From an optimization exercise on the open Yosys and OpenROAD flow, aimed at small area, a short achievable clock period and few clock cycles per item; shortcuts taken in it are not production practice. RTL that was checked went through simulation tests only; none was proved equivalent to the original. For run 1, only the layout was checked, not whether the RTL still works. Power figures rest on the tool's default switching activity, not on a simulated workload.

## design/flow/design.v

```verilog
module simple_datapath #(
    parameter BIT_WIDTH = 16
)(
    input wire [BIT_WIDTH-1:0] a,
    input wire [BIT_WIDTH-1:0] b,
    output wire [BIT_WIDTH-1:0] p
);
    wire w1 = ~(a[0] & b[0]);
    wire w2 = ~(a[1] & b[0]);
    wire w3 = ~(a[2] & b[0]);
    wire w4 = ~(a[3] & b[0]);
    wire w5 = ~(a[4] & b[0]);
    wire w6 = ~(a[5] & b[0]);
    wire w7 = ~(a[6] & b[0]);
    wire w8 = ~(a[7] & b[0]);
    wire w9 = ~(a[8] & b[0]);
    wire w10 = ~(a[9] & b[0]);
    wire w11 = ~(a[10] & b[0]);
    wire w12 = ~(a[11] & b[0]);
    wire w13 = ~(a[12] & b[0]);
    wire w14 = ~(a[13] & b[0]);
    wire w15 = ~(a[14] & b[0]);
    wire w16 = ~(a[15] & b[0]);
    wire w17 = ~(a[0] & b[1]);
    wire w18 = ~(a[1] & b[1]);
    wire w19 = ~(a[2] & b[1]);
    wire w20 = ~(a[3] & b[1]);
    wire w21 = ~(a[4] & b[1]);
    wire w22 = ~(a[5] & b[1]);
    wire w23 = ~(a[6] & b[1]);
    wire w24 = ~(a[7] & b[1]);
    wire w25 = ~(a[8] & b[1]);
    wire w26 = ~(a[9] & b[1]);
    wire w27 = ~(a[10] & b[1]);
    wire w28 = ~(a[11] & b[1]);
    wire w29 = ~(a[12] & b[1]);
    wire w30 = ~(a[13] & b[1]);
    wire w31 = ~(a[14] & b[1]);
    wire w32 = ~(a[0] & b[2]);
    wire w33 = ~(a[1] & b[2]);
    wire w34 = ~(a[2] & b[2]);
    wire w35 = ~(a[3] & b[2]);
    wire w36 = ~(a[4] & b[2]);
    wire w37 = ~(a[5] & b[2]);
    wire w38 = ~(a[6] & b[2]);
    wire w39 = ~(a[7] & b[2]);
    wire w40 = ~(a[8] & b[2]);
    wire w41 = ~(a[9] & b[2]);
    wire w42 = ~(a[10] & b[2]);
    wire w43 = ~(a[11] & b[2]);
    wire w44 = ~(a[12] & b[2]);
    wire w45 = ~(a[13] & b[2]);
    wire w46 = ~(a[0] & b[3]);
    wire w47 = ~(a[1] & b[3]);
    wire w48 = ~(a[2] & b[3]);
    wire w49 = ~(a[3] & b[3]);
    wire w50 = ~(a[4] & b[3]);
    wire w51 = ~(a[5] & b[3]);
    wire w52 = ~(a[6] & b[3]);
    wire w53 = ~(a[7] & b[3]);
    wire w54 = ~(a[8] & b[3]);
    wire w55 = ~(a[9] & b[3]);
    wire w56 = ~(a[10] & b[3]);
    wire w57 = ~(a[11] & b[3]);
    wire w58 = ~(a[12] & b[3]);
    wire w59 = ~(a[0] & b[4]);
    wire w60 = ~(a[1] & b[4]);
    wire w61 = ~(a[2] & b[4]);
    wire w62 = ~(a[3] & b[4]);
    wire w63 = ~(a[4] & b[4]);
    wire w64 = ~(a[5] & b[4]);
    wire w65 = ~(a[6] & b[4]);
    wire w66 = ~(a[7] & b[4]);
    wire w67 = ~(a[8] & b[4]);
    wire w68 = ~(a[9] & b[4]);
    wire w69 = ~(a[10] & b[4]);
    wire w70 = ~(a[11] & b[4]);
    wire w71 = ~(a[0] & b[5]);
    wire w72 = ~(a[1] & b[5]);
    wire w73 = ~(a[2] & b[5]);
    wire w74 = ~(a[3] & b[5]);
    wire w75 = ~(a[4] & b[5]);
    wire w76 = ~(a[5] & b[5]);
    wire w77 = ~(a[6] & b[5]);
    wire w78 = ~(a[7] & b[5]);
    wire w79 = ~(a[8] & b[5]);
    wire w80 = ~(a[9] & b[5]);
    wire w81 = ~(a[10] & b[5]);
    wire w82 = ~(a[0] & b[6]);
    wire w83 = ~(a[1] & b[6]);
    wire w84 = ~(a[2] & b[6]);
    wire w85 = ~(a[3] & b[6]);
    wire w86 = ~(a[4] & b[6]);
    wire w87 = ~(a[5] & b[6]);
    wire w88 = ~(a[6] & b[6]);
    wire w89 = ~(a[7] & b[6]);
    wire w90 = ~(a[8] & b[6]);
    wire w91 = ~(a[9] & b[6]);
    wire w92 = ~(a[0] & b[7]);
    wire w93 = ~(a[1] & b[7]);
    wire w94 = ~(a[2] & b[7]);
    wire w95 = ~(a[3] & b[7]);
    wire w96 = ~(a[4] & b[7]);
    wire w97 = ~(a[5] & b[7]);
    wire w98 = ~(a[6] & b[7]);
    wire w99 = ~(a[7] & b[7]);
    wire w100 = ~(a[8] & b[7]);
    wire w101 = ~(a[0] & b[8]);
    wire w102 = ~(a[1] & b[8]);
    wire w103 = ~(a[2] & b[8]);
    wire w104 = ~(a[3] & b[8]);
    wire w105 = ~(a[4] & b[8]);
    wire w106 = ~(a[5] & b[8]);
    wire w107 = ~(a[6] & b[8]);
    wire w108 = ~(a[7] & b[8]);
    wire w109 = ~(a[0] & b[9]);
    wire w110 = ~(a[1] & b[9]);
    wire w111 = ~(a[2] & b[9]);
    wire w112 = ~(a[3] & b[9]);
    wire w113 = ~(a[4] & b[9]);
    wire w114 = ~(a[5] & b[9]);
    wire w115 = ~(a[6] & b[9]);
    wire w116 = ~(a[0] & b[10]);
    wire w117 = ~(a[1] & b[10]);
    wire w118 = ~(a[2] & b[10]);
    wire w119 = ~(a[3] & b[10]);
    wire w120 = ~(a[4] & b[10]);
    wire w121 = ~(a[5] & b[10]);
    wire w122 = ~(a[0] & b[11]);
    wire w123 = ~(a[1] & b[11]);
    wire w124 = ~(a[2] & b[11]);
    wire w125 = ~(a[3] & b[11]);
    wire w126 = ~(a[4] & b[11]);
    wire w127 = ~(a[0] & b[12]);
    wire w128 = ~(a[1] & b[12]);
    wire w129 = ~(a[2] & b[12]);
    wire w130 = ~(a[3] & b[12]);
    wire w131 = ~(a[0] & b[13]);
    wire w132 = ~(a[1] & b[13]);
    wire w133 = ~(a[2] & b[13]);
    wire w134 = ~(a[0] & b[14]);
    wire w135 = ~(a[1] & b[14]);
    wire w136 = ~(a[0] & b[15]);
    wire w137, w138;
    mul_xn u1 (.x(w18), .y(w3), .s(w137));
    mul_or u2 (.x(w18), .y(w3), .c(w138));
    wire w139, w140;
    mul_fa u3 (.x(w19), .y(w33), .z(w4), .s(w139), .c(w140));
    wire w141, w142;
    mul_xn u4 (.x(w46), .y(w138), .s(w141));
    mul_or u5 (.x(w46), .y(w138), .c(w142));
    wire w143, w144;
    mul_fa u6 (.x(w20), .y(w34), .z(w47), .s(w143), .c(w144));
    wire w145, w146;
    mul_fa u7 (.x(w5), .y(w59), .z(w140), .s(w145), .c(w146));
    wire w147, w148;
    mul_xn u8 (.x(w142), .y(w143), .s(w147));
    mul_or u9 (.x(w142), .y(w143), .c(w148));
    wire w149, w150;
    mul_fa u10 (.x(w21), .y(w35), .z(w48), .s(w149), .c(w150));
    wire w151, w152;
    mul_fa u11 (.x(w6), .y(w60), .z(w71), .s(w151), .c(w152));
    wire w153, w154;
    mul_fa u12 (.x(w144), .y(w149), .z(w151), .s(w153), .c(w154));
    wire w155, w156;
    mul_xn u13 (.x(w148), .y(w146), .s(w155));
    mul_or u14 (.x(w148), .y(w146), .c(w156));
    wire w157, w158;
    mul_fa u15 (.x(w22), .y(w36), .z(w49), .s(w157), .c(w158));
    wire w159, w160;
    mul_fa u16 (.x(w61), .y(w7), .z(w72), .s(w159), .c(w160));
    wire w161, w162;
    mul_fa u17 (.x(w82), .y(w150), .z(w152), .s(w161), .c(w162));
    wire w163, w164;
    mul_fa u18 (.x(w157), .y(w159), .z(w154), .s(w163), .c(w164));
    wire w165, w166;
    mul_xn u19 (.x(w161), .y(w156), .s(w165));
    mul_or u20 (.x(w161), .y(w156), .c(w166));
    wire w167, w168;
    mul_fa u21 (.x(w23), .y(w37), .z(w50), .s(w167), .c(w168));
    wire w169, w170;
    mul_fa u22 (.x(w62), .y(w73), .z(w8), .s(w169), .c(w170));
    wire w171, w172;
    mul_fa u23 (.x(w83), .y(w92), .z(w158), .s(w171), .c(w172));
    wire w173, w174;
    mul_fa u24 (.x(w160), .y(w167), .z(w169), .s(w173), .c(w174));
    wire w175, w176;
    mul_fa u25 (.x(w162), .y(w171), .z(w173), .s(w175), .c(w176));
    wire w177, w178;
    mul_xn u26 (.x(w164), .y(w166), .s(w177));
    mul_or u27 (.x(w164), .y(w166), .c(w178));
    wire w179, w180;
    mul_fa u28 (.x(w101), .y(w24), .z(w38), .s(w179), .c(w180));
    wire w181, w182;
    mul_fa u29 (.x(w51), .y(w63), .z(w74), .s(w181), .c(w182));
    wire w183, w184;
    mul_fa u30 (.x(w84), .y(w9), .z(w93), .s(w183), .c(w184));
    wire w185, w186;
    mul_fa u31 (.x(w168), .y(w170), .z(w179), .s(w185), .c(w186));
    wire w187, w188;
    mul_fa u32 (.x(w181), .y(w183), .z(w172), .s(w187), .c(w188));
    wire w189, w190;
    mul_fa u33 (.x(w174), .y(w185), .z(w187), .s(w189), .c(w190));
    wire w191, w192;
    mul_xn u34 (.x(w176), .y(w178), .s(w191));
    mul_or u35 (.x(w176), .y(w178), .c(w192));
    wire w193, w194;
    mul_fa u36 (.x(w10), .y(w102), .z(w109), .s(w193), .c(w194));
    wire w195, w196;
    mul_fa u37 (.x(w25), .y(w39), .z(w52), .s(w195), .c(w196));
    wire w197, w198;
    mul_fa u38 (.x(w64), .y(w75), .z(w85), .s(w197), .c(w198));
    wire w199, w200;
    mul_fa u39 (.x(w94), .y(w180), .z(w182), .s(w199), .c(w200));
    wire w201, w202;
    mul_fa u40 (.x(w184), .y(w193), .z(w195), .s(w201), .c(w202));
    wire w203, w204;
    mul_fa u41 (.x(w197), .y(w186), .z(w199), .s(w203), .c(w204));
    wire w205, w206;
    mul_fa u42 (.x(w201), .y(w188), .z(w203), .s(w205), .c(w206));
    wire w207, w208;
    mul_xn u43 (.x(w190), .y(w192), .s(w207));
    mul_or u44 (.x(w190), .y(w192), .c(w208));
    wire w209, w210;
    mul_fa u45 (.x(w103), .y(w11), .z(w110), .s(w209), .c(w210));
    wire w211, w212;
    mul_fa u46 (.x(w116), .y(w26), .z(w40), .s(w211), .c(w212));
    wire w213, w214;
    mul_fa u47 (.x(w53), .y(w65), .z(w76), .s(w213), .c(w214));
    wire w215, w216;
    mul_fa u48 (.x(w86), .y(w95), .z(w194), .s(w215), .c(w216));
    wire w217, w218;
    mul_fa u49 (.x(w196), .y(w198), .z(w209), .s(w217), .c(w218));
    wire w219, w220;
    mul_fa u50 (.x(w211), .y(w213), .z(w200), .s(w219), .c(w220));
    wire w221, w222;
    mul_fa u51 (.x(w202), .y(w215), .z(w217), .s(w221), .c(w222));
    wire w223, w224;
    mul_fa u52 (.x(w204), .y(w219), .z(w221), .s(w223), .c(w224));
    wire w225, w226;
    mul_xn u53 (.x(w206), .y(w223), .s(w225));
    mul_or u54 (.x(w206), .y(w223), .c(w226));
    wire w227, w228;
    mul_fa u55 (.x(w104), .y(w111), .z(w117), .s(w227), .c(w228));
    wire w229, w230;
    mul_fa u56 (.x(w12), .y(w122), .z(w27), .s(w229), .c(w230));
    wire w231, w232;
    mul_fa u57 (.x(w41), .y(w54), .z(w66), .s(w231), .c(w232));
    wire w233, w234;
    mul_fa u58 (.x(w77), .y(w87), .z(w96), .s(w233), .c(w234));
    wire w235, w236;
    mul_fa u59 (.x(w210), .y(w212), .z(w214), .s(w235), .c(w236));
    wire w237, w238;
    mul_fa u60 (.x(w227), .y(w229), .z(w231), .s(w237), .c(w238));
    wire w239, w240;
    mul_fa u61 (.x(w233), .y(w216), .z(w218), .s(w239), .c(w240));
    wire w241, w242;
    mul_fa u62 (.x(w235), .y(w237), .z(w220), .s(w241), .c(w242));
    wire w243, w244;
    mul_fa u63 (.x(w222), .y(w239), .z(w241), .s(w243), .c(w244));
    wire w245, w246;
    mul_xn u64 (.x(w224), .y(w243), .s(w245));
    mul_or u65 (.x(w224), .y(w243), .c(w246));
    wire w247, w248;
    mul_fa u66 (.x(w105), .y(w112), .z(w118), .s(w247), .c(w248));
    wire w249, w250;
    mul_fa u67 (.x(w123), .y(w127), .z(w13), .s(w249), .c(w250));
    wire w251, w252;
    mul_fa u68 (.x(w28), .y(w42), .z(w55), .s(w251), .c(w252));
    wire w253, w254;
    mul_fa u69 (.x(w67), .y(w78), .z(w88), .s(w253), .c(w254));
    wire w255, w256;
    mul_fa u70 (.x(w97), .y(w228), .z(w230), .s(w255), .c(w256));
    wire w257, w258;
    mul_fa u71 (.x(w232), .y(w234), .z(w247), .s(w257), .c(w258));
    wire w259, w260;
    mul_fa u72 (.x(w249), .y(w251), .z(w253), .s(w259), .c(w260));
    wire w261, w262;
    mul_fa u73 (.x(w236), .y(w238), .z(w255), .s(w261), .c(w262));
    wire w263, w264;
    mul_fa u74 (.x(w257), .y(w259), .z(w240), .s(w263), .c(w264));
    wire w265, w266;
    mul_fa u75 (.x(w261), .y(w242), .z(w263), .s(w265), .c(w266));
    wire w267, w268;
    mul_xn u76 (.x(w244), .y(w265), .s(w267));
    mul_or u77 (.x(w244), .y(w265), .c(w268));
    wire w269, w270;
    mul_fa u78 (.x(w106), .y(w113), .z(w119), .s(w269), .c(w270));
    wire w271, w272;
    mul_fa u79 (.x(w124), .y(w128), .z(w131), .s(w271), .c(w272));
    wire w273, w274;
    mul_fa u80 (.x(w14), .y(w29), .z(w43), .s(w273), .c(w274));
    wire w275, w276;
    mul_fa u81 (.x(w56), .y(w68), .z(w79), .s(w275), .c(w276));
    wire w277, w278;
    mul_fa u82 (.x(w89), .y(w98), .z(w248), .s(w277), .c(w278));
    wire w279, w280;
    mul_fa u83 (.x(w250), .y(w252), .z(w254), .s(w279), .c(w280));
    wire w281, w282;
    mul_fa u84 (.x(w269), .y(w271), .z(w273), .s(w281), .c(w282));
    wire w283, w284;
    mul_fa u85 (.x(w275), .y(w256), .z(w258), .s(w283), .c(w284));
    wire w285, w286;
    mul_fa u86 (.x(w260), .y(w277), .z(w279), .s(w285), .c(w286));
    wire w287, w288;
    mul_fa u87 (.x(w281), .y(w262), .z(w283), .s(w287), .c(w288));
    wire w289, w290;
    mul_fa u88 (.x(w285), .y(w264), .z(w287), .s(w289), .c(w290));
    wire w291, w292;
    mul_xn u89 (.x(w266), .y(w289), .s(w291));
    mul_or u90 (.x(w266), .y(w289), .c(w292));
    wire w293, w294;
    mul_fa u91 (.x(w107), .y(w114), .z(w120), .s(w293), .c(w294));
    wire w295, w296;
    mul_fa u92 (.x(w125), .y(w129), .z(w132), .s(w295), .c(w296));
    wire w297, w298;
    mul_fa u93 (.x(w134), .y(w15), .z(w30), .s(w297), .c(w298));
    wire w299, w300;
    mul_fa u94 (.x(w44), .y(w57), .z(w69), .s(w299), .c(w300));
    wire w301, w302;
    mul_fa u95 (.x(w80), .y(w90), .z(w99), .s(w301), .c(w302));
    wire w303, w304;
    mul_fa u96 (.x(w270), .y(w272), .z(w274), .s(w303), .c(w304));
    wire w305, w306;
    mul_fa u97 (.x(w276), .y(w293), .z(w295), .s(w305), .c(w306));
    wire w307, w308;
    mul_fa u98 (.x(w297), .y(w299), .z(w301), .s(w307), .c(w308));
    wire w309, w310;
    mul_fa u99 (.x(w278), .y(w280), .z(w282), .s(w309), .c(w310));
    wire w311, w312;
    mul_fa u100 (.x(w303), .y(w305), .z(w307), .s(w311), .c(w312));
    wire w313, w314;
    mul_fa u101 (.x(w284), .y(w286), .z(w309), .s(w313), .c(w314));
    wire w315, w316;
    mul_fa u102 (.x(w311), .y(w288), .z(w313), .s(w315), .c(w316));
    wire w317, w318;
    mul_xn u103 (.x(w290), .y(w315), .s(w317));
    mul_or u104 (.x(w290), .y(w315), .c(w318));
    wire w319;
    mul_x2 u105 (.x(w100), .y(w108), .s(w319));
    wire w320;
    mul_x2 u106 (.x(w115), .y(w121), .s(w320));
    wire w321;
    mul_x2 u107 (.x(w126), .y(w130), .s(w321));
    wire w322;
    mul_x2 u108 (.x(w133), .y(w135), .s(w322));
    wire w323;
    mul_x2 u109 (.x(w136), .y(w16), .s(w323));
    wire w324;
    mul_x2 u110 (.x(w31), .y(w45), .s(w324));
    wire w325;
    mul_x2 u111 (.x(w58), .y(w70), .s(w325));
    wire w326;
    mul_x2 u112 (.x(w81), .y(w91), .s(w326));
    wire w327;
    mul_x2 u113 (.x(w319), .y(w320), .s(w327));
    wire w328;
    mul_x2 u114 (.x(w321), .y(w322), .s(w328));
    wire w329;
    mul_x2 u115 (.x(w323), .y(w324), .s(w329));
    wire w330;
    mul_x2 u116 (.x(w325), .y(w326), .s(w330));
    wire w331;
    mul_x2 u117 (.x(w327), .y(w328), .s(w331));
    wire w332;
    mul_x2 u118 (.x(w329), .y(w330), .s(w332));
    wire w333;
    mul_x2 u119 (.x(w294), .y(w296), .s(w333));
    wire w334;
    mul_x2 u120 (.x(w298), .y(w300), .s(w334));
    wire w335;
    mul_x2 u121 (.x(w302), .y(w331), .s(w335));
    wire w336;
    mul_x2 u122 (.x(w332), .y(w333), .s(w336));
    wire w337;
    mul_x2 u123 (.x(w334), .y(w335), .s(w337));
    wire w338;
    mul_x2 u124 (.x(w336), .y(w337), .s(w338));
    wire w339;
    mul_x2 u125 (.x(w304), .y(w306), .s(w339));
    wire w340;
    mul_x2 u126 (.x(w308), .y(w338), .s(w340));
    wire w341;
    mul_x2 u127 (.x(w339), .y(w340), .s(w341));
    wire w342;
    mul_x2 u128 (.x(w341), .y(w310), .s(w342));
    wire w343;
    mul_x2 u129 (.x(w312), .y(w342), .s(w343));
    wire w344;
    mul_x2 u130 (.x(w343), .y(w314), .s(w344));
    wire w345;
    mul_x2 u131 (.x(w344), .y(w316), .s(w345));
    wire w346;
    mul_x2 u132 (.x(w345), .y(w318), .s(w346));
    wire w347, w348;
    mul_ha u133 (.x(w17), .y(w2), .s(w347), .c(w348));
    wire w349;
    mul_ao u134 (.g(w348), .p(w347), .ci(1'b1), .co(w349));
    wire w350, w351;
    mul_ha u135 (.x(w32), .y(w137), .s(w350), .c(w351));
    wire w352;
    mul_ao u136 (.g(w351), .p(w350), .ci(w349), .co(w352));
    wire w353, w354;
    mul_ha u137 (.x(w141), .y(w139), .s(w353), .c(w354));
    wire w355;
    mul_ao u138 (.g(w354), .p(w353), .ci(w352), .co(w355));
    wire w356, w357;
    mul_ha u139 (.x(w147), .y(w145), .s(w356), .c(w357));
    wire w358;
    mul_ao u140 (.g(w357), .p(w356), .ci(w355), .co(w358));
    wire w359, w360;
    mul_ha u141 (.x(w155), .y(w153), .s(w359), .c(w360));
    wire w361;
    mul_ao u142 (.g(w360), .p(w359), .ci(w358), .co(w361));
    wire w362, w363;
    mul_ha u143 (.x(w165), .y(w163), .s(w362), .c(w363));
    wire w364;
    mul_ao u144 (.g(w363), .p(w362), .ci(w361), .co(w364));
    wire w365, w366;
    mul_ha u145 (.x(w177), .y(w175), .s(w365), .c(w366));
    wire w367;
    mul_ao u146 (.g(w366), .p(w365), .ci(w364), .co(w367));
    wire w368, w369;
    mul_ha u147 (.x(w191), .y(w189), .s(w368), .c(w369));
    wire w370;
    mul_ao u148 (.g(w369), .p(w368), .ci(w367), .co(w370));
    wire w371, w372;
    mul_ha u149 (.x(w205), .y(w207), .s(w371), .c(w372));
    wire w373;
    mul_ao u150 (.g(w372), .p(w371), .ci(w370), .co(w373));
    wire w374, w375;
    mul_ha u151 (.x(w208), .y(w225), .s(w374), .c(w375));
    wire w376;
    mul_ao u152 (.g(w375), .p(w374), .ci(w373), .co(w376));
    wire w377, w378;
    mul_ha u153 (.x(w226), .y(w245), .s(w377), .c(w378));
    wire w379;
    mul_ao u154 (.g(w378), .p(w377), .ci(w376), .co(w379));
    wire w380, w381;
    mul_ha u155 (.x(w246), .y(w267), .s(w380), .c(w381));
    wire w382;
    mul_ao u156 (.g(w381), .p(w380), .ci(w379), .co(w382));
    wire w383, w384;
    mul_ha u157 (.x(w268), .y(w291), .s(w383), .c(w384));
    wire w385, w386;
    mul_ha u158 (.x(w317), .y(w292), .s(w385), .c(w386));
    wire w387;
    mul_ao u159 (.g(w386), .p(w385), .ci(w384), .co(w387));
    wire w388 = w385 & w383;
    wire w389;
    mul_ao u160 (.g(w384), .p(w383), .ci(w382), .co(w389));
    wire w390;
    mul_ao u161 (.g(w387), .p(w388), .ci(w382), .co(w390));
    assign p[0] = ~w1;
    assign p[1] = ~(w347 ^ 1'b1);
    assign p[2] = ~(w350 ^ w349);
    assign p[3] = ~(w353 ^ w352);
    assign p[4] = ~(w356 ^ w355);
    assign p[5] = ~(w359 ^ w358);
    assign p[6] = ~(w362 ^ w361);
    assign p[7] = ~(w365 ^ w364);
    assign p[8] = ~(w368 ^ w367);
    assign p[9] = ~(w371 ^ w370);
    assign p[10] = ~(w374 ^ w373);
    assign p[11] = ~(w377 ^ w376);
    assign p[12] = ~(w380 ^ w379);
    assign p[13] = ~(w383 ^ w382);
    assign p[14] = ~(w385 ^ w389);
    assign p[15] = (w346 ^ w390);
endmodule
module mul_fa (
    input wire x, y, z,
    output wire s, c
);
    assign s = x ^ y ^ z;
    assign c = (x & y) | (x & z) | (y & z);
endmodule
module mul_ha (
    input wire x, y,
    output wire s, c
);
    assign s = x ^ y;
    assign c = x & y;
endmodule
module mul_xn (
    input wire x, y,
    output wire s
);
    assign s = ~(x ^ y);
endmodule
module mul_or (
    input wire x, y,
    output wire c
);
    assign c = x | y;
endmodule
module mul_x2 (
    input wire x, y,
    output wire s
);
    assign s = x ^ y;
endmodule
module mul_ao (
    input wire g, p, ci,
    output wire co
);
    assign co = g | (p & ci);
endmodule
module simple_control (
    input wire clk,
    input wire rst_n,
    input wire start,
    output reg done
);
    always @(posedge clk or negedge rst_n) begin
        if (!rst_n)
            done <= 1'b0;
        else if (start)
            done <= 1'b1;
    end
endmodule
module simple_cpu_top #(
    parameter BIT_WIDTH = 16,
    parameter PROGRAM_FILE = "program.mem"
)(
    input wire clk,
    input wire rst_n,
    input wire start,
    input wire [BIT_WIDTH-1:0] operand_a,
    input wire [BIT_WIDTH-1:0] operand_b,
    output wire [BIT_WIDTH-1:0] result,
    output wire done
);
    wire [BIT_WIDTH-1:0] product;
    simple_datapath #(.BIT_WIDTH(BIT_WIDTH)) datapath (
        .a(operand_a), .b(operand_b), .p(product)
    );
    simple_control control (
        .clk(clk), .rst_n(rst_n), .start(start), .done(done)
    );
    reg [BIT_WIDTH-1:0] result_r;
    always @(posedge clk)
        if (start) result_r <= product;
    assign result = result_r;
endmodule
```

## design/flow/flow/run.sh

```bash
#!/bin/bash
# The standard layout with: port buffers made from buf_2 cells (ORFS's
# default picks a delay buffer, clkdlybuf4s50_1), and the buffers that
# synthesis (ABC) inserted removed at floorplan, leaving buffering to the
# resizer, which sees the placement.
set -euo pipefail
bash standard.sh "BUFFER_PORTS_ARGS=-buffer_cell sky130_fd_sc_hd__buf_2" REMOVE_ABC_BUFFERS=1 finish > standard_run.log 2>&1
```

## design/flow/standard.sh

```bash
#!/bin/bash
# synth_recipe.tcl (not shown) runs the flow's synth.tcl, then flattens the netlist and writes it again
# the make line also repeats each setting of config.mk as NAME=value (left out here)
make -C /OpenROAD-flow-scripts/flow DESIGN_CONFIG=/design/flow/config.mk WORK_HOME=/design/flow/orfs CLKGATE_MAP_FILE= SYNTH_SCRIPT=/design/flow/synth_recipe.tcl "${@:-finish}"
```

## design/flow/config.mk

```make
export PLATFORM = sky130hd
export DESIGN_NAME = simple_cpu_top
export DESIGN_NICKNAME = simple_cpu_top
export VERILOG_FILES = /design/flow/design.v
export SDC_FILE = /design/flow/constraint.sdc
export NUM_CORES = 4
export LEC_CHECK = 0
export CAP_MARGIN = 20
export CORE_MARGIN = 2
export CORE_UTILIZATION = 40
export GPL_TIMING_DRIVEN = 0
export SLEW_MARGIN = 20
export SYNTH_HIERARCHICAL = 1
export SYNTH_MINIMUM_KEEP_SIZE = 0
```

## design/flow/constraint.sdc

```tcl
create_clock -name core_clock -period 5.0 [get_ports {clk}]
set_input_delay 1.0000 -clock core_clock [delete_from_list [all_inputs] [get_ports {clk}]]
set_output_delay 1.0000 -clock core_clock [all_outputs]
set_load 0.01 [all_outputs]
```

==> results.json, run 1 <==
{
  "status": "finished clean",
  "required_ns": 5.00,
  "power_mw": 2.18,
  "power.leakage_nw": 1.50,
  "syn-instance-count": 350,
  "grt_pass1_wl_mm": 12.7,
  "path_clk_slew_ns": 0.07,
  "ys.flop_type": "edfxtp_1",
  "final_cell_mix": "nand2_1 (135), fa_1 (77), buf_2 (38), xor2_1 (29), xnor2_1 (26)",
  "initial_core_util": 0.411,
  "synth_area_leaders": "fa_1 (44%), nand2_1 (14%), edfxtp_1 (13%)",
  "synth_edf_count": 16,
  "clock-sinks": 17,
  "fmax_mhz": 206,
  "busiest_layer": "met2",
  "setup_tns_ns": 0,
  "pre_cts_slack_ns": -0.286,
  "end_kind": "flop",
  "io_buffers": 51,
  "place_hpwl_mm": 5.99,
  "cts-root-buf": "clkbuf_8",
  "yosysTopAreaCell": "fa_1",
  "ys_types": 15,
  "nets": 514,
  "firstDrtPassIters": 4,
  "worst_clock_skew_ns": 0,
  "vias_per_cell": 5.05,
  "crit_fanout": 15,
  "fin_crit_ns": 4.86,
  "gr-usage-met1": 0.225,
  "hold_class": "reg -> reg",
  "peakVddDrop_uv": 374,
  "area_growth_pct": 9.64,
  "yosys_warnings": 8,
  "io_pins": 52,
  "avgSynthCellArea_um2": 10.2,
  "grt_max_degree": 18,
  "fp.dieH_um": 98.6,
  "hold_viol_final": 0,
  "gp_congestion": 0.894,
  "critical_path_class": "in -> reg",
  "yosysTopAreaCellShare": 0.436,
  "cap_violations": 0,
  "post-route-drc-count": 0,
  "grt_usage": 0.163,
  "final_util": 0.450,
  "final_layout_size_suffix_gt1_frac": 0.145,
  "grt_overflow": 0,
  "layout_commonest_cell": "nand2_1",
  "rows": 34,
  "coreArea_um2": 8720,
  "drtAntennaViolNets": 0,
  "met2_usage": 0.284,
  "met3_usage": 0.0184,
  "syn-cell-area_um2": 3580,
  "grt_pass1_vias": 2667,
  "ys_ff_latch": 17,
  "rsz0062_at_grt": "false",
  "grt_antenna_before_repair": 0,
  "insertion_delay_ns": 0.25,
  "clockBufferDepth": 2,
  "dieArea_um2": 9720,
  "setup_viol": 0,
  "wl_per_cell_um": 15.2,
  "cts-buffers-inserted": 3,
  "setup_ws_ns": 0.139,
  "synth_seq_area_share": 0.141,
  "n_antenna_cell": 0,
  "vias": 2496,
  "timing.final.crit_share": 0.972,
  "cts_tree": "built",
  "cp.arrival_ns": 4.86,
  "p_per_area_nw_per_um2": 554,
  "cp-start-kind": "primary input",
  "die_w_um": 98.6,
  "h-tree-depth": 1,
  "async_reset_ff_frac": 0.0588,
  "drt_wl_total_mm": 7.49,
  "drv_slew": 0,
  "detail_route.iter0.violations": 90
}
modules after synthesis, one instance, submodules excluded, a selection:
| module | cells | times used | area [um^2] | flip-flops and latches |
|---|---|---|---|---|
| mul_or | 1 | 13 | 6.26 | 0 |
| mul_ao | 1 | 15 | 7.51 | 0 |
| mul_ha | 1 | 14 | 12.5 | 0 |
| mul_x2 | 1 | 28 | 8.76 | 0 |
| simple_cpu_top | 16 | 1 | 480 | 16 |
| mul_fa | 1 | 78 | 20.0 | 0 |
| mul_xn | 1 | 13 | 8.76 | 0 |
| simple_control | 2 | 1 | 31.3 | 1 |
stage by stage:
step,instances,hold slack (ns),instance area (um^2)
after floorplan,331,0.504,3450
after global placement,490,0.442,3840
after detailed placement,490,0.450,3840
after CTS,494,0.466,3890
after global routing,494,0.480,3930
final,494,0.459,3930
metal layers:
layer,vias to the layer above,wire length (um)
met5,-,0
met4,0,61
met3,4,441
met2,87,3910
met1,1260,3080
li1,1145,-
critical path, cell delays in order:
cell and delay [ns]:
buf_4 0.20, nand2_1 0.10, fa_1 0.50, fa_1 0.48
fa_1 0.46, fa_1 0.57, fa_1 0.45, or2_1 0.25
ha_1 0.34, a21o_1 0.19, a21o_1 0.16, xor2_1 0.15
what timing repair did:
action                     CTS  global route
setup endpoints to repair    1             2
hold buffers                 0             0
gates resized for setup      1            23
setup buffers                0             0
Yosys cell counts (4+ instances only):
| cell type | count |
|---|---|
| buf_6 | 4 |
| xor2_1 | 29 |
| nand2_1 | 135 |
| ha_1 | 14 |
| buf_4 | 5 |
| fa_1 | 78 |
| edfxtp_1 | 16 |
| buf_2 | 10 |
| xnor2_1 | 26 |
| a21o_1 | 15 |
| or2_1 | 14 |
where the power goes:
part           internal (mW)  switching (mW)  total, mW
clock network         0.0565          0.0480      0.104
registers              0.339         0.00875      0.348
logic                  0.890           0.834       1.72
total                   1.29           0.891       2.18
cells by family (layout without fill, tap and decap cells):
kind of cell | count (synthesis) | after routing | share of synthesized area
flops | 17 | 17 | 0.141
compound gates | 15 | 15 | 0.0314
simple gates | 151 | 151 | 0.170
xor+xnor | 55 | 55 | 0.135
other cells | 1 | 1 | 0.00105
buf+inv | 19 | 55 | 0.0370
fa+ha+maj | 92 | 92 | 0.485
cell type report:
| type | count | area, um^2 |
|---|---|---|
| clock buffer | 4 | 45.0 |
| fill | 853 | 4790 |
| multi-input combinational | 314 | 2950 |
| sequential | 17 | 505 |
| tap | 108 | 135 |
| timing repair buffer | 51 | 295 |
final timing paths:
check	startpoint	to	slack [ns]	depth (start not counted)
setup / recovery	operand_b[1]	result_r[15]	0.14	12
hold / removal	control.done	control.done	0.46	1
setup reg to reg	control.done	control.done	4.30	1
hold reg to reg	control.done	control.done	0.46	1
max in group asynchronous	rst_n	control.done	4.41	1
min in group asynchronous	rst_n	control.done	0.51	1
registers in the layout (all words and copies together), names as in the netlist:
name and count:
result_r 16, control.done 1
==> run 2: changes to the inputs <==
--- a/design/flow/design.v
+++ b/design/flow/design.v
@@ -392,81 +392,70 @@
     mul_x2 u131 (.x(w344), .y(w316), .s(w345));
     wire w346;
     mul_x2 u132 (.x(w345), .y(w318), .s(w346));
-    wire w347, w348;
-    mul_ha u133 (.x(w17), .y(w2), .s(w347), .c(w348));
-    wire w349;
-    mul_ao u134 (.g(w348), .p(w347), .ci(1'b1), .co(w349));
+    wire w347 = w17 | w2;
+    wire w348, w349;
+    mul_fa u133 (.x(w32), .y(w137), .z(w347), .s(w348), .c(w349));
     wire w350, w351;
-    mul_ha u135 (.x(w32), .y(w137), .s(w350), .c(w351));
-    wire w352;
-    mul_ao u136 (.g(w351), .p(w350), .ci(w349), .co(w352));
-    wire w353, w354;
-    mul_ha u137 (.x(w141), .y(w139), .s(w353), .c(w354));
-    wire w355;
-    mul_ao u138 (.g(w354), .p(w353), .ci(w352), .co(w355));
+    mul_fa u134 (.x(w141), .y(w139), .z(w349), .s(w350), .c(w351));
+    wire w352, w353;
+    mul_fa u135 (.x(w147), .y(w145), .z(w351), .s(w352), .c(w353));
+    wire w354, w355;
+    mul_fa u136 (.x(w155), .y(w153), .z(w353), .s(w354), .c(w355));
     wire w356, w357;
-    mul_ha u139 (.x(w147), .y(w145), .s(w356), .c(w357));
+    mul_ha u137 (.x(w165), .y(w163), .s(w356), .c(w357));
     wire w358;
-    mul_ao u140 (.g(w357), .p(w356), .ci(w355), .co(w358));
+    mul_ao u138 (.g(w357), .p(w356), .ci(w355), .co(w358));
     wire w359, w360;
-    mul_ha u141 (.x(w155), .y(w153), .s(w359), .c(w360));
+    mul_ha u139 (.x(w177), .y(w175), .s(w359), .c(w360));
     wire w361;
-    mul_ao u142 (.g(w360), .p(w359), .ci(w358), .co(w361));
+    mul_ao u140 (.g(w360), .p(w359), .ci(w358), .co(w361));
     wire w362, w363;
-    mul_ha u143 (.x(w165), .y(w163), .s(w362), .c(w363));
+    mul_ha u141 (.x(w191), .y(w189), .s(w362), .c(w363));
     wire w364;
-    mul_ao u144 (.g(w363), .p(w362), .ci(w361), .co(w364));
+    mul_ao u142 (.g(w363), .p(w362), .ci(w361), .co(w364));
     wire w365, w366;
-    mul_ha u145 (.x(w177), .y(w175), .s(w365), .c(w366));
+    mul_ha u143 (.x(w205), .y(w207), .s(w365), .c(w366));
     wire w367;
-    mul_ao u146 (.g(w366), .p(w365), .ci(w364), .co(w367));
+    mul_ao u144 (.g(w366), .p(w365), .ci(w364), .co(w367));
     wire w368, w369;
-    mul_ha u147 (.x(w191), .y(w189), .s(w368), .c(w369));
+    mul_ha u145 (.x(w208), .y(w225), .s(w368), .c(w369));
     wire w370;
-    mul_ao u148 (.g(w369), .p(w368), .ci(w367), .co(w370));
+    mul_ao u146 (.g(w369), .p(w368), .ci(w367), .co(w370));
     wire w371, w372;
-    mul_ha u149 (.x(w205), .y(w207), .s(w371), .c(w372));
+    mul_ha u147 (.x(w226), .y(w245), .s(w371), .c(w372));
     wire w373;
-    mul_ao u150 (.g(w372), .p(w371), .ci(w370), .co(w373));
+    mul_ao u148 (.g(w372), .p(w371), .ci(w370), .co(w373));
     wire w374, w375;
-    mul_ha u151 (.x(w208), .y(w225), .s(w374), .c(w375));
+    mul_ha u149 (.x(w246), .y(w267), .s(w374), .c(w375));
     wire w376;
-    mul_ao u152 (.g(w375), .p(w374), .ci(w373), .co(w376));
+    mul_ao u150 (.g(w375), .p(w374), .ci(w373), .co(w376));
     wire w377, w378;
-    mul_ha u153 (.x(w226), .y(w245), .s(w377), .c(w378));
-    wire w379;
-    mul_ao u154 (.g(w378), .p(w377), .ci(w376), .co(w379));
-    wire w380, w381;
-    mul_ha u155 (.x(w246), .y(w267), .s(w380), .c(w381));
-    wire w382;
-    mul_ao u156 (.g(w381), .p(w380), .ci(w379), .co(w382));
-    wire w383, w384;
-    mul_ha u157 (.x(w268), .y(w291), .s(w383), .c(w384));
-    wire w385, w386;
-    mul_ha u158 (.x(w317), .y(w292), .s(w385), .c(w386));
-    wire w387;
-    mul_ao u159 (.g(w386), .p(w385), .ci(w384), .co(w387));
-    wire w388 = w385 & w383;
-    wire w389;
-    mul_ao u160 (.g(w384), .p(w383), .ci(w382), .co(w389));
-    wire w390;
-    mul_ao u161 (.g(w387), .p(w388), .ci(w382), .co(w390));
+    mul_ha u151 (.x(w268), .y(w291), .s(w377), .c(w378));
+    wire w379, w380;
+    mul_ha u152 (.x(w317), .y(w292), .s(w379), .c(w380));
+    wire w381;
+    mul_ao u153 (.g(w380), .p(w379), .ci(w378), .co(w381));
+    wire w382 = w379 & w377;
+    wire w383;
+    mul_ao u154 (.g(w378), .p(w377), .ci(w376), .co(w383));
+    wire w384;
+    mul_ao u155 (.g(w381), .p(w382), .ci(w376), .co(w384));
     assign p[0] = ~w1;
-    assign p[1] = ~(w347 ^ 1'b1);
-    assign p[2] = ~(w350 ^ w349);
-    assign p[3] = ~(w353 ^ w352);
-    assign p[4] = ~(w356 ^ w355);
-    assign p[5] = ~(w359 ^ w358);
-    assign p[6] = ~(w362 ^ w361);
-    assign p[7] = ~(w365 ^ w364);
-    assign p[8] = ~(w368 ^ w367);
-    assign p[9] = ~(w371 ^ w370);
-    assign p[10] = ~(w374 ^ w373);
-    assign p[11] = ~(w377 ^ w376);
-    assign p[12] = ~(w380 ^ w379);
-    assign p[13] = ~(w383 ^ w382);
-    assign p[14] = ~(w385 ^ w389);
-    assign p[15] = (w346 ^ w390);
+    assign p[1] = w17 ^ w2;
+    assign p[2] = ~w348;
+    assign p[3] = ~w350;
+    assign p[4] = ~w352;
+    assign p[5] = ~w354;
+    assign p[6] = ~(w356 ^ w355);
+    assign p[7] = ~(w359 ^ w358);
+    assign p[8] = ~(w362 ^ w361);
+    assign p[9] = ~(w365 ^ w364);
+    assign p[10] = ~(w368 ^ w367);
+    assign p[11] = ~(w371 ^ w370);
+    assign p[12] = ~(w374 ^ w373);
+    assign p[13] = ~(w377 ^ w376);
+    assign p[14] = ~(w379 ^ w383);
+    assign p[15] = (w346 ^ w384);
 endmodule
 module mul_fa (
     input wire x, y, z,
==> results.json, run 2 <==
{
  "final_cell_mix": "nand2_1 (133), fa_1 (82), buf_2 (38), xor2_1 (29), xnor2_1 (21)",
  "syn-instance-count": 344,
  "critical_path.most_common_cell": "a21o_1",
  "cap_violations": 0,
  "postCtsSetupRepairBufs": 0,
  "coreArea_um2": 8680,
  "yosys_warnings": 8,
  "synth_edf_count": 16,
  "layout_commonest_cell": "nand2_1",
  "regToRegStartpoint": "control.done",
  "worst_r2r_endpoint": "control.done",
  "ys_types": 15,
  "final_layout_size_suffix_gt1_frac": 0.150,
  "cp_slowest_cell": "fa_1",
  "fp.dieH_um": 98.2,
  "drtAntennaViolNets": 0,
  "hold_class": "reg -> reg",
  "grt_max_degree": 18,
  "synth_area_leaders": "fa_1 (46%), nand2_1 (14%), edfxtp_1 (14%)",
  "status": "finished clean",
  "placement.cell_area_um2": 3820,
  "netlist_top_cells_count": "nand2_1 (133), fa_1 (82), xor2_1 (29)",
  "hold_viol_final": 0,
  "holdPathEnd": "control.done",
  "fin_area_um2": 3920,
  "final_util": 0.452,
  "ys_ff_latch": 17,
  "place_hpwl_mm": 6.14,
  "syn-cell-area_um2": 3550,
  "initial_core_util": 0.409,
  "ys.flop_type": "edfxtp_1",
  "io_buffers": 51,
  "crit_fanout": 13,
  "vias_per_cell": 5.16,
  "setup_tns_ns": 0,
  "end_kind": "flop",
  "firstDrtPassIters": 4,
  "grt_usage": 0.169,
  "path_clk_slew_ns": 0.07,
  "avgSynthCellArea_um2": 10.3,
  "path_cells": "buf_4, nand2_1, fa_1, fa_1, fa_1, or2_1, or2_1, xnor2_2, ha_1, a21o_1, a21o_1, a21o_1, a21o_1, a21o_1, xor2_1",
  "yosysTopAreaCellShare": 0.462,
  "clock-sinks": 17,
  "rows": 34,
  "area_growth_pct": 10.4,
  "yosysTopAreaCell": "fa_1",
  "grt_pass1_wl_mm": 13.0,
  "power_mw": 2.18,
  "min_path_cells": 1,
  "cp_slowest_stage_delay_ns": 0.51,
  "detail_route.iter0.violations": 80,
  "dieArea_um2": 9650,
  "n_antenna_cell": 0,
  "clockBufferDepth": 2,
  "fin_crit_ns": 4.85,
  "nets": 509,
  "critical_path_class": "in -> reg",
  "largest-register": "result_r",
  "reg_top3": "result_r x16, control.done x1",
  "cts_tree": "built",
  "cp-start-kind": "primary input",
  "setup_viol": 0,
  "die_w_um": 98.2,
  "io_pins": 52,
  "async_reset_ff_frac": 0.0588,
  "power.leakage_nw": 1.48,
  "maxSlewHeadroom": 0.722,
  "synthMostInstantiatedCell": "nand2_1",
  "post-route-drc-count": 0,
  "cts-root-buf": "clkbuf_8",
  "synth_seq_area_share": 0.142,
  "drt_wl_total_mm": 7.73,
  "rrSetupSlack_ns": 4.30,
  "grt_pass1_vias": 2803,
  "largest_reg_flops": 16,
  "cp.arrival_ns": 4.85,
  "drv_slew": 0,
  "cts-buffers-inserted": 3,
  "min-delay-start": "control.done",
  "p_per_area_nw_per_um2": 555,
  "grt_overflow": 0,
  "required_ns": 5.00,
  "gp_congestion": 0.858,
  "fmax_mhz": 206,
  "peakVddDrop_uv": 422,
  "worst_clock_skew_ns": 0,
  "worst_slew_pin_slew_ns": 0.416,
  "rr_worst_depth": 1,
  "insertion_delay_ns": 0.25,
  "vias": 2523,
  "cts_hold_buf": 0,
  "timing.final.crit_share": 0.971,
  "h-tree-depth": 1,
  "wl_per_cell_um": 15.8,
  "rsz0062_at_grt": "false",
  "grt_antenna_before_repair": 0
}
==> run 2: layout make-up <==
cell class | instances | area [um^2]
Fill cell | 882 | 4760
Tap cell | 108 | 135
Sequential cell | 17 | 505
Inverter | 5 | 18.8
Timing Repair Buffer | 51 | 307
Multi-Input combinational cell | 304 | 2910
Clock buffer | 4 | 45.0
==> run 2: what timing repair did <==
item,CTS,global route
gates resized for setup,5,16
endpoints found under the setup margin,2,2
hold endpoints to repair,0,0
==> run 2: Yosys stat by module (local to each module, per instance), excerpt <==
module / area [um^2] / copies in the design / cells inside / flops+latches
mul_xn: 8.76 / 13 / 1 / 0
mul_x2: 8.76 / 28 / 1 / 0
mul_ha: 12.5 / 9 / 1 / 0
mul_ao: 7.51 / 10 / 1 / 0
mul_fa: 20.0 / 82 / 1 / 0
simple_cpu_top: 480 / 1 / 16 / 16
==> run 2: per-stage QoR <==
| stage | instances | hold slack (ns) | setup WS, ns |
|---|---|---|---|
| final | 489 | 0.460 | 0.145 |
| after global routing | 489 | 0.479 | 0.000361 |
| after CTS | 489 | 0.470 | 0.0334 |
| after detailed placement | 485 | 0.453 | -0.344 |
| after global placement | 485 | 0.442 | -0.329 |
| after floorplan | 326 | 0.504 | 0.234 |
==> run 2: report_power, final <==
part | leakage [nW] | internal [mW] | switching, mW
combinational | 1.30 | 0.882 | 0.843
sequential | 0.165 | 0.336 | 0.0101
clock | 0.0228 | 0.0566 | 0.0489
==> run 2: critical path, delay by kind of cell <==
kind,cells,cell delay [ns]
AND/OR/NAND/NOR,3,0.64
adder cells (fa/ha/maj),4,1.76
buffers and inverters,1,0.19
AO/OA/AOI/OAI,5,0.95
XOR/XNOR,2,0.31
==> run 2: worst max-delay path by stage <==
stage | startpoint | to | depth (start not counted)
floorplan | operand_b[11] | result_r[15] | 11
global placement | operand_a[0] | result_r[15] | 17
detailed placement | operand_a[0] | result_r[15] | 17
CTS | operand_a[3] | result_r[15] | 15
global route | operand_b[3] | result_r[15] | 15
finish | operand_a[3] | result_r[15] | 15
==> run 2: cells by family (layout without fill, tap and decap cells) <==
group	count (synthesis)	after routing	share of synthesized area
and+or+nand+nor	151	151	0.173
adders and majority gates	92	92	0.497
xor gates and xnor gates	51	51	0.126
buffers and inverters	23	60	0.0405
DFF	17	17	0.142
AOI/OAI and AO/OA	10	10	0.0211
==> run 2: per-layer routing <==
metal	up-vias	GRT usage	routed length, um
li1	1121	-	-
met1	1315	0.219	3120
met2	77	0.297	4080
met3	10	0.0222	390
met4	0	0.0495	140
met5	-	0	0
Testbench counts of run 2, summed over its fixed seeds: cycles 384, items 384.
==> run 3: changes to the inputs <==
==> design/flow/flow/run.sh (replaced) <==
#!/bin/bash
# The standard layout with: port buffers made from buf_2 cells (ORFS's
# default picks a delay buffer, clkdlybuf4s50_1); the buffers that synthesis
# (ABC) inserted removed at floorplan, leaving buffering to the resizer, which
# sees the placement; and ORFS's power recovery after global routing, which
# downsizes gates off the critical paths.
set -euo pipefail
bash standard.sh "BUFFER_PORTS_ARGS=-buffer_cell sky130_fd_sc_hd__buf_2" REMOVE_ABC_BUFFERS=1 RECOVER_POWER=100 finish > standard_run.log 2>&1
--- a/design/flow/config.mk
+++ b/design/flow/config.mk
@@ -7,7 +7,7 @@
 export LEC_CHECK = 0
 export CAP_MARGIN = 20
 export CORE_MARGIN = 2
-export CORE_UTILIZATION = 40
+export CORE_UTILIZATION = 50
 export GPL_TIMING_DRIVEN = 0
 export SLEW_MARGIN = 20
 export SYNTH_HIERARCHICAL = 1
==> results.json, run 3 <==
{
  "status": "finished clean",
  "async_reset_ff_frac": 0.0588,
  "crit_fanout": 12,
  "placement.cell_area_um2": 3800,
  "fill_cells": 652,
  "detail_route.iter0.violations": 107,
  "synthMostInstantiatedCell": "nand2_1",
  "yosys.area_share.xor_xnor": 0.126,
  "cts_hold_buf": 0,
  "cts_tree": "built",
  "worst_clock_skew_ns": 0,
  "largest-register": "result_r",
  "pwr-share-clk": 0.049,
  "path_cells": "buf_4, nand2_1, fa_1, fa_1, fa_1, fa_1, ha_1, a21o_1, a21o_1, a21o_1, a21o_1, a21o_1, a21o_1, xor2_1",
  "io_pins": 52,
  "cp_num_buf_inv": 1,
  "gp_congestion": 0.870,
  "h-tree-depth": 1,
  "synth_adder_area_share": 0.497,
  "grt_overflow": 0,
  "fin_crit_ns": 4.83,
  "layout_commonest_cell": "nand2_1",
  "ys_types": 15,
  "final_layout_size_suffix_gt1_frac": 0.108,
  "hold_viol_final": 0,
  "setup_viol": 0,
  "ys_ff_latch": 17,
  "ys.flop_type": "edfxtp_1",
  "p_per_area_nw_per_um2": 557,
  "grt_pass1_vias": 2738,
  "rsz0062_at_grt": "false",
  "avgSynthCellArea_um2": 10.3,
  "grt_pass1_wl_mm": 13.4,
  "vias": 2496,
  "insertion_delay_ns": 0.25,
  "critical_path_class": "in -> reg",
  "clockBufferDepth": 2,
  "netlist_top_cells_count": "nand2_1 (133), fa_1 (82), xor2_1 (29)",
  "yosysTopAreaCell": "fa_1",
  "cp.arrival_ns": 4.83,
  "postCtsSetupRepairBufs": 0,
  "maxSlewHeadroom": 0.329,
  "grt_max_degree": 18,
  "path_clk_slew_ns": 0.07,
  "final_cell_mix": "nand2_1 (133), fa_1 (80), xor2_1 (29), xnor2_1 (21), clkbuf_1 (19)",
  "die_w_um": 88.3,
  "synth_area_leaders": "fa_1 (46%), nand2_1 (14%), edfxtp_1 (14%)",
  "syn-cell-area_um2": 3550,
  "required_ns": 5.00,
  "p_seq_frac": 0.160,
  "dieArea_um2": 7790,
  "post-route-drc-count": 0,
  "cts-root-buf": "clkbuf_8",
  "place_hpwl_mm": 5.89,
  "initial_core_util": 0.520,
  "synth_top_family_by_area": "adder cells",
  "cap_violations": 0,
  "fmax_mhz": 207,
  "p_sw_mw": 0.914,
  "p_int_mw": 1.26,
  "synth_simple_gate_area_share": 0.173,
  "cp_slowest_stage_delay_ns": 0.55,
  "drtAntennaViolNets": 0,
  "hold_class": "reg -> reg",
  "multi_input_area_um2": 2920,
  "p_comb_frac": 0.791,
  "firstDrtPassIters": 4,
  "largest_reg_flops": 16,
  "coreArea_um2": 6830,
  "fp.dieH_um": 88.3,
  "cp_slowest_cell": "fa_1",
  "reg_top3": "result_r x16, control.done x1",
  "drv_slew": 0,
  "area_growth_pct": 9.83,
  "syn-instance-count": 344,
  "worst_slew_pin_slew_ns": 1.01,
  "fin_area_um2": 3900,
  "synth_seq_area_share": 0.142,
  "vias_per_cell": 5.23,
  "end_kind": "flop",
  "grt_antenna_before_repair": 0,
  "yosysTopAreaCellShare": 0.462,
  "synth_edf_count": 16,
  "cts-buffers-inserted": 3,
  "synth.mux.area_fraction": 0,
  "n_antenna_cell": 0,
  "timing.final.crit_share": 0.966,
  "rows": 30,
  "fin_worst_hold_slack_ns": 0.462,
  "critical_path.most_common_cell": "a21o_1",
  "seq_area_um2": 505,
  "grt_usage": 0.230,
  "power.leakage_nw": 1.44,
  "wl_per_cell_um": 15.9,
  "nets": 509,
  "peakVddDrop_uv": 797,
  "path_delay_family": "adder cells",
  "p_sw_frac": 0.420,
  "cp-start-kind": "primary input",
  "drt_wl_total_mm": 7.60,
  "io_buffers": 51,
  "synth_compound_area_frac": 0.0211,
  "yosys_warnings": 8,
  "clock-sinks": 17
}
## run 3: repair_timing
item	4_1_cts	5_1_grt
resized for setup	5	25
pin swaps	0	2
endpoints found under the setup margin	2	2
## run 3: layout make-up
type / instances / share of cell area
timing repair buffer: 51 / 0.0760
multi-input combinational: 304 / 0.747
sequential: 17 / 0.130
inverter: 5 / 0.00481
tap: 96 / 0.0308
clock buffer: 4 / 0.0115
## run 3: logic make-up after synthesis
family          after synthesis
compound gates               10
xor+xnor                     51
fa+ha+maj                    92
buf+inv                      23
flops                        17
simple gates                151
## run 3: worst paths after layout
kind / startpoint / end / slack, ns / cells past startpoint
hold / removal: control.done / control.done / 0.46 / 1
setup / recovery: operand_a[4] / result_r[15] / 0.17 / 14
min in group asynchronous: rst_n / control.done / 0.50 / 1
setup reg to reg: control.done / control.done / 4.30 / 1
max in group asynchronous: rst_n / control.done / 4.42 / 1
hold reg to reg: control.done / control.done / 0.46 / 1
## run 3: routing by layer
layer	vias up	wire length (um)	global-route usage
li1	1120	-	-
met1	1309	3230	0.307
met2	57	4000	0.407
met3	10	224	0.0215
met4	0	144	0.0592
met5	-	0	0
## run 3: power groups by stage
| stage | Clock (mW) | Combinational (mW) | Sequential [mW] |
|---|---|---|---|
| final | 0.107 | 1.72 | 0.348 |
| after global routing | 0.116 | 1.97 | 0.354 |
| after CTS | 0.111 | 1.76 | 0.347 |
| after detailed placement | 0 | 1.75 | 0.350 |
| after global placement | 0 | 1.70 | 0.348 |
| after floorplan | 0 | 1.36 | 0.383 |
## run 3: Yosys stat by module (local to each module, per instance), a selection
module,cell area [um^2],times used
mul_xn,8.76,13
simple_control,31.3,1
mul_ha,12.5,9
mul_x2,8.76,28
mul_ao,7.51,10
mul_or,6.26,13
simple_cpu_top,480,1
mul_fa,20.0,82
## run 3: per-stage QoR
step	worst slack, ns	total power [mW]	setup TNS, ns	instances	util
floorplan	0.234	1.74	0	326	-
global placement	-0.347	2.05	-0.752	473	0.557
detailed placement	-0.362	2.10	-0.763	473	0.557
CTS	0.00247	2.22	0	477	0.565
global route	0.00649	2.44	0	477	0.571
finish	0.168	2.17	0	477	0.571
==> run 4: changes to the inputs <==
--- a/design/flow/config.mk
+++ b/design/flow/config.mk
@@ -7,7 +7,7 @@
 export LEC_CHECK = 0
 export CAP_MARGIN = 20
 export CORE_MARGIN = 2
-export CORE_UTILIZATION = 50
+export CORE_UTILIZATION = 40
 export GPL_TIMING_DRIVEN = 0
 export SLEW_MARGIN = 20
 export SYNTH_HIERARCHICAL = 1
==> results.json, run 4 <==
{
  "firstDrtPassIters": 4,
  "drt_wl_total_mm": 7.74,
  "io_buffers": 51,
  "peakVddDrop_uv": 422,
  "grt_pass1_vias": 2803,
  "dp_cells": 485,
  "path_clk_slew_ns": 0.07,
  "insertion_delay_ns": 0.25,
  "power_mw": 2.17,
  "cts_hold_buf": 0,
  "clockBufferDepth": 2,
  "fin_crit_ns": 4.86,
  "grt_pass1_wl_mm": 13.0,
  "maxSlewHeadroom": 0.340,
  "worst_clock_skew_ns": 0,
  "wl_per_cell_um": 15.8,
  "drv_slew": 0,
  "syn-instance-count": 344,
  "crit_fanout": 14,
  "setup_ws_ns": 0.145,
  "ys_ff_latch": 17,
  "yosysTopAreaCellShare": 0.462,
  "placement.cell_area_um2": 3820,
  "status": "finished clean",
  "vias": 2528,
  "largest-register": "result_r",
  "yosysTopAreaCell": "fa_1",
  "synth_simple_gate_area_share": 0.173,
  "rows": 34,
  "cp_slowest_cell": "fa_1",
  "fp.dieH_um": 98.2,
  "clock-sinks": 17,
  "yosys_warnings": 8,
  "reg_top3": "result_r x16, control.done x1",
  "largest_reg_flops": 16,
  "gp_congestion": 0.858,
  "post-route-drc-count": 0,
  "path_cells": "buf_4, nand2_1, fa_1, fa_1, fa_1, or2_1, or2_1, xnor2_2, ha_1, a21o_1, a21o_1, a21o_1, a21o_1, a21o_1, xor2_1",
  "layout_commonest_cell": "nand2_1",
  "cp_num_buf_inv": 1,
  "cp_slowest_stage_delay_ns": 0.51,
  "io_pins": 52,
  "fin_area_um2": 3900,
  "grt_max_degree": 18,
  "n_antenna_cell": 0,
  "timing.final.crit_share": 0.971,
  "place_hpwl_mm": 6.14,
  "syn-cell-area_um2": 3550,
  "synth_edf_count": 16,
  "cts-root-buf": "clkbuf_8",
  "path_delay_family": "adder cells",
  "pre_cts_slack_ns": -0.344,
  "end_kind": "flop",
  "synth_seq_area_share": 0.142,
  "synth_top_family_by_area": "adder cells",
  "setup_viol": 0,
  "avgSynthCellArea_um2": 10.3,
  "vias_per_cell": 5.17,
  "async_reset_ff_frac": 0.0588,
  "coreArea_um2": 8680,
  "instances_no_fill": 489,
  "cap_violations": 0,
  "h-tree-depth": 1,
  "worst_slew_pin_slew_ns": 0.990,
  "rsz0062_at_grt": "false",
  "yosys.area_share.xor_xnor": 0.126,
  "power.leakage_nw": 1.44,
  "die_w_um": 98.2,
  "ys_types": 15,
  "synth.mux.area_fraction": 0,
  "final_layout_size_suffix_gt1_frac": 0.102,
  "cp.arrival_ns": 4.85,
  "detail_route.iter0.violations": 81,
  "initial_core_util": 0.409,
  "critical_path_class": "in -> reg",
  "postCtsSetupRepairBufs": 0,
  "dieArea_um2": 9650,
  "grt_antenna_before_repair": 0,
  "synthMostInstantiatedCell": "nand2_1",
  "nets": 509,
  "ys.flop_type": "edfxtp_1",
  "hold_viol_final": 0,
  "netlist_top_cells_count": "nand2_1 (133), fa_1 (82), xor2_1 (29)",
  "critical_path.most_common_cell": "a21o_1",
  "p_per_area_nw_per_um2": 556,
  "cts_tree": "built",
  "grt_usage": 0.169,
  "required_ns": 5.00,
  "synth_compound_area_frac": 0.0211,
  "cp-start-kind": "primary input",
  "area_growth_pct": 9.76,
  "final_cell_mix": "nand2_1 (133), fa_1 (82), xor2_1 (29), xnor2_1 (21), buf_2 (20)",
  "hold_class": "reg -> reg",
  "synth_adder_area_share": 0.497,
  "drtAntennaViolNets": 0,
  "fmax_mhz": 206,
  "cts-buffers-inserted": 3,
  "synth_area_leaders": "fa_1 (46%), nand2_1 (14%), edfxtp_1 (14%)",
  "fin_worst_hold_slack_ns": 0.465,
  "grt_overflow": 0
}
run 4: cell counts after synthesis:
Identical to the previous run, type by type.
run 4: path summary, 6_finish.rpt:
kind / from / cells past startpoint / end / slack, ns
max reg2reg: control.done / 1 / control.done / 4.30
min in group asynchronous: rst_n / 1 / control.done / 0.51
min: control.done / 1 / control.done / 0.46
max: operand_b[2] / 15 / result_r[15] / 0.14
max in group asynchronous: rst_n / 1 / control.done / 4.41
min reg2reg: control.done / 1 / control.done / 0.46
run 4: what timing repair did:
action	4_1_cts	5_1_grt
endpoints found under the setup margin	2	2
gates cloned	0	0
endpoints found under the hold margin	0	0
gates resized for setup	5	16
run 4: metal layers:
| metal | share of wire | up-vias | global-route usage |
|---|---|---|---|
| met5 | 0 | - | 0 |
| met4 | 0.018 | 0 | 0.0495 |
| met3 | 0.063 | 10 | 0.0222 |
| met2 | 0.52 | 96 | 0.297 |
| met1 | 0.40 | 1301 | 0.219 |
| li1 | - | 1121 | - |
run 4: cell type report:
type	instances	area (um^2)
inverters	5	18.8
repair buffers	51	284
multi-input cells	304	2910
clock buffers	4	45.0
fillers	891	4780
well taps	108	135
flip-flops and latches	17	505
run 4: kinds of logic after synthesis:
| group | count (synthesis) |
|---|---|
| AND/OR/NAND/NOR | 151 |
| AO/OA/AOI/OAI | 10 |
| buffers and inverters | 23 |
| flip-flops | 17 |
| XOR/XNOR | 51 |
| adder cells (fa/ha/maj) | 92 |
run 4: per-module statistics from Yosys, one instance, submodules excluded, excerpt:
module | flip-flops and latches | area, um^2 | copies in the design | cells
mul_ao | 0 | 7.51 | 10 | 1
mul_ha | 0 | 12.5 | 9 | 1
simple_cpu_top | 16 | 480 | 1 | 16
mul_x2 | 0 | 8.76 | 28 | 1
mul_fa | 0 | 20.0 | 82 | 1
mul_xn | 0 | 8.76 | 13 | 1
mul_or | 0 | 6.26 | 13 | 1
simple_control | 1 | 31.3 | 1 | 2
run 4: per-stage QoR:
stage | utilization | setup TNS (ns)
floorplan | - | 0
global placement | 0.440 | -0.734
detailed placement | 0.440 | -0.753
CTS | 0.447 | 0
global route | 0.449 | 0
finish | 0.449 | 0
run 4: power by group:
group / switching, mW / leakage [nW] / internal [mW]
logic: 0.845 / 1.25 / 0.868
clock network: 0.0488 / 0.0228 / 0.0566
registers: 0.0122 / 0.165 / 0.336
==> run 5: changes to the inputs <==
==> design/flow/flow/run.sh (replaced) <==
#!/bin/bash
# The standard layout with: port buffers made from buf_2 cells (ORFS's
# default picks a delay buffer, clkdlybuf4s50_1), then reduced to buf_1 for
# the output ports and the lightly loaded input ports (flow/outbuf.tcl); the
# buffers that synthesis (ABC) inserted removed at
# floorplan, leaving buffering to the resizer, which sees the placement; and
# ORFS's power recovery after global routing, which downsizes gates off the
# critical paths.
set -euo pipefail
bash standard.sh "BUFFER_PORTS_ARGS=-buffer_cell sky130_fd_sc_hd__buf_2" "POST_GLOBAL_PLACE_TCL=$(pwd)/flow/outbuf.tcl" REMOVE_ABC_BUFFERS=1 RECOVER_POWER=100 finish > standard_run.log 2>&1
==> design/flow/flow/outbuf.tcl (new file) <==
# After global placement: the output-port buffers drive only the port's fixed
# load and have plenty of slack, so use the smallest buffer for them; so also
# for input-port buffers with few loads (the resizer upsizes any that need it).
foreach inst [get_cells output*] {
  replace_cell $inst sky130_fd_sc_hd__buf_1
}
foreach inst [get_cells input*] {
  set pin [get_pins -of_objects $inst -filter "direction == output"]
  set net [get_nets -of_objects $pin]
  set nload [llength [get_pins -of_objects $net -filter "direction == input"]]
  if {$nload <= 4} {
    replace_cell $inst sky130_fd_sc_hd__buf_1
  }
}
--- a/design/flow/config.mk
+++ b/design/flow/config.mk
@@ -8,6 +8,7 @@
 export CAP_MARGIN = 20
 export CORE_MARGIN = 2
 export CORE_UTILIZATION = 40
+export CTS_BUF_LIST = sky130_fd_sc_hd__clkbuf_4
 export GPL_TIMING_DRIVEN = 0
 export SLEW_MARGIN = 20
 export SYNTH_HIERARCHICAL = 1
==> results.json, run 5 <==
{
  "end_kind": "flop",
  "rrSetupSlack_ns": 4.29,
  "ys.flop_type": "edfxtp_1",
  "busiest_layer": "met2",
  "cp_slowest_stage_delay_ns": 0.46,
  "layout_commonest_cell": "nand2_1",
  "async_reset_ff_frac": 0.0588,
  "rsz0062_at_grt": "false",
  "hold_class": "in -> async",
  "firstDrtPassIters": 4,
  "largest_reg_flops": 16,
  "power_mw": 2.13,
  "p_seq_frac": 0.163,
  "cap_violations": 0,
  "setup_viol": 0,
  "pwr-share-clk": 0.039,
  "synth_edf_count": 16,
  "p_comb_frac": 0.798,
  "path_delay_family": "adder cells",
  "yosysTopAreaCell": "fa_1",
  "cts-buffers-inserted": 3,
  "peakVddDrop_uv": 422,
  "clockBufferDepth": 2,
  "grt_max_degree": 18,
  "hold_viol_final": 0,
  "cp_num_buf_inv": 1,
  "status": "finished clean",
  "gr-usage-met1": 0.221,
  "nets": 509,
  "grt_pass1_vias": 2748,
  "p_sw_mw": 0.893,
  "synth_area_leaders": "fa_1 (46%), nand2_1 (14%), edfxtp_1 (14%)",
  "grt_overflow": 0,
  "met2_usage": 0.304,
  "final_cell_mix": "nand2_1 (133), fa_1 (82), xor2_1 (29), buf_1 (26), xnor2_1 (22)",
  "p_int_mw": 1.24,
  "fmax_mhz": 207,
  "syn-cell-area_um2": 3550,
  "synthMostInstantiatedCell": "nand2_1",
  "power.leakage_nw": 1.40,
  "yosys_warnings": 8,
  "fp.dieH_um": 98.2,
  "initial_core_util": 0.409,
  "die_w_um": 98.2,
  "h-tree-depth": 1,
  "reg_top3": "result_r x16, control.done x1",
  "ys_ff_latch": 17,
  "cp_slowest_cell": "fa_1",
  "postCtsSetupRepairBufs": 0,
  "cp-start-kind": "primary input",
  "coreArea_um2": 8680,
  "critical_path.most_common_cell": "a21o_1",
  "n_antenna_cell": 0,
  "final_layout_size_suffix_gt1_frac": 0.0787,
  "netlist_top_cells_count": "nand2_1 (133), fa_1 (82), xor2_1 (29)",
  "ys_types": 15,
  "io_buffers": 51,
  "critical_path_class": "in -> reg",
  "required_ns": 5.04,
  "place_hpwl_mm": 6.12,
  "timing.final.crit_share": 0.965,
  "fin_crit_ns": 4.83,
  "path_cells": "buf_4, nand2_1, xnor2_1, fa_1, fa_1, fa_1, fa_1, a21o_1, a21o_1, a21o_1, a21o_1, a21o_1, a21o_1, a21o_1, a21o_1, xor2_1",
  "synth_seq_area_share": 0.142,
  "vias_per_cell": 5.10,
  "p_sw_frac": 0.419,
  "insertion_delay_ns": 0.28,
  "vias": 2493,
  "dieArea_um2": 9650,
  "avgSynthCellArea_um2": 10.3,
  "final_util": 0.444,
  "drtAntennaViolNets": 0,
  "met3_usage": 0.0179,
  "clock-sinks": 17,
  "grt_usage": 0.169,
  "wl_per_cell_um": 15.9,
  "grt_antenna_before_repair": 0,
  "post-route-drc-count": 0,
  "area_growth_pct": 8.49,
  "grt_pass1_wl_mm": 13.0,
  "yosysTopAreaCellShare": 0.462,
  "worst_clock_skew_ns": 0,
  "cts_tree": "built",
  "path_clk_slew_ns": 0.10,
  "worst_slew_pin_slew_ns": 0.996,
  "maxSlewHeadroom": 0.336,
  "cp.arrival_ns": 4.87,
  "largest-register": "result_r",
  "detail_route.iter0.violations": 116,
  "drv_slew": 0,
  "rows": 34,
  "drt_wl_total_mm": 7.78,
  "p_per_area_nw_per_um2": 553,
  "syn-instance-count": 344,
  "io_pins": 52,
  "crit_fanout": 14,
  "cts-root-buf": "clkbuf_4"
}
run 5: power groups by stage:
stage,combinational (mW),clock [mW],sequential [mW]
final,1.70,0.0826,0.347
after global routing,1.93,0.0941,0.353
after CTS,1.74,0.0906,0.349
after detailed placement,1.73,0,0.353
after global placement,1.70,0,0.349
after floorplan,1.36,0,0.383
run 5: cell families after synthesis:
kind of cell	after synthesis	synth area share
xor+xnor	51	0.126
fa+ha+maj	92	0.497
flops	17	0.142
simple gates	151	0.173
compound gates	10	0.0211
buf+inv	23	0.0405
run 5: what timing repair did:
action                     CTS  global route
gates cloned                 0             0
gates resized for setup      3            13
setup endpoints to repair    1             2
hold buffers                 0             0
run 5: metal layers:
layer  wire length (um)  up-vias
met5                  0        -
met4                 76        0
met3                381        6
met2               4220       74
met1               3100     1288
li1                   -     1125
run 5: worst paths after layout:
path / depth (start not counted) / startpoint / to
max in group asynchronous: 1 / rst_n / control.done
setup reg to reg: 1 / control.done / control.done
setup / recovery: 16 / operand_a[2] / result_r[15]
hold / removal: 1 / rst_n / control.done
min in group core_clock: 1 / control.done / control.done
hold reg to reg: 1 / control.done / control.done
run 5: area by class of cell:
type	count	area, um^2
well taps	108	135
flip-flops and latches	17	505
fillers	887	4820
inverters	5	18.8
clock buffers	4	30.0
multi-input cells	304	2900
repair buffers	51	262
run 5: per-stage QoR:
stage	setup WS [ns]	cell area [um^2]	setup TNS, ns	hold WS [ns]	cells
after floorplan	0.234	3430	0	0.504	326
after global placement	-0.329	3820	-0.734	0.442	485
after detailed placement	-0.348	3780	-0.766	0.456	485
after CTS	0.0194	3820	0	0.436	489
after global routing	0.00125	3850	0	0.430	489
final	0.174	3850	0	0.455	489
run 5: Yosys stat by module, one instance, submodules excluded, a selection:
module,flops+latches,cells inside,cell area (um^2)
mul_ao,0,1,7.51
mul_fa,0,1,20.0
mul_ha,0,1,12.5
mul_or,0,1,6.26
mul_x2,0,1,8.76
mul_xn,0,1,8.76
simple_control,1,2,31.3
simple_cpu_top,16,16,480

[separate check: timing with driven ports]
The results above use ideal ports. As a check the final layouts listed here were re-extracted and re-timed, cells and wires unchanged. Step 1 (the two cells are an assumption about what drives the block):
set clk [get_ports {clk}]
set_driving_cell -lib_cell sky130_fd_sc_hd__clkbuf_16 $clk
set_driving_cell -lib_cell sky130_fd_sc_hd__buf_2 [delete_from_list [all_inputs] $clk]
Step 2 also shifts input and output timing later by t, the mid clock arrival at the registers, as if the neighbouring blocks saw the same clock. a / b / c = ideal ports / drivers / drivers and shift; a / b = the first two.
run | shift t [ns] | setup slack, ns | worst data-port slew with drivers (ns)
run 1 | 0.273 | 0.139 / 0.138 / -0.135 | 0.04
run 2 | 0.278 | 0.145 / 0.135 / -0.142 | 0.04
run 3 | 0.277 | 0.168 / 0.150 / -0.127 | 0.05
run 4 | 0.278 | 0.145 / 0.138 / -0.140 | 0.04
run 5 | 0.311 | 0.174 / 0.170 / -0.142 | 0.04
With both steps, setup timing fails in every run listed, where it was met with ideal ports. The setup slack of run 5, which loses most, moves by -0.004 ns with the drivers and by -0.316 ns with both steps.
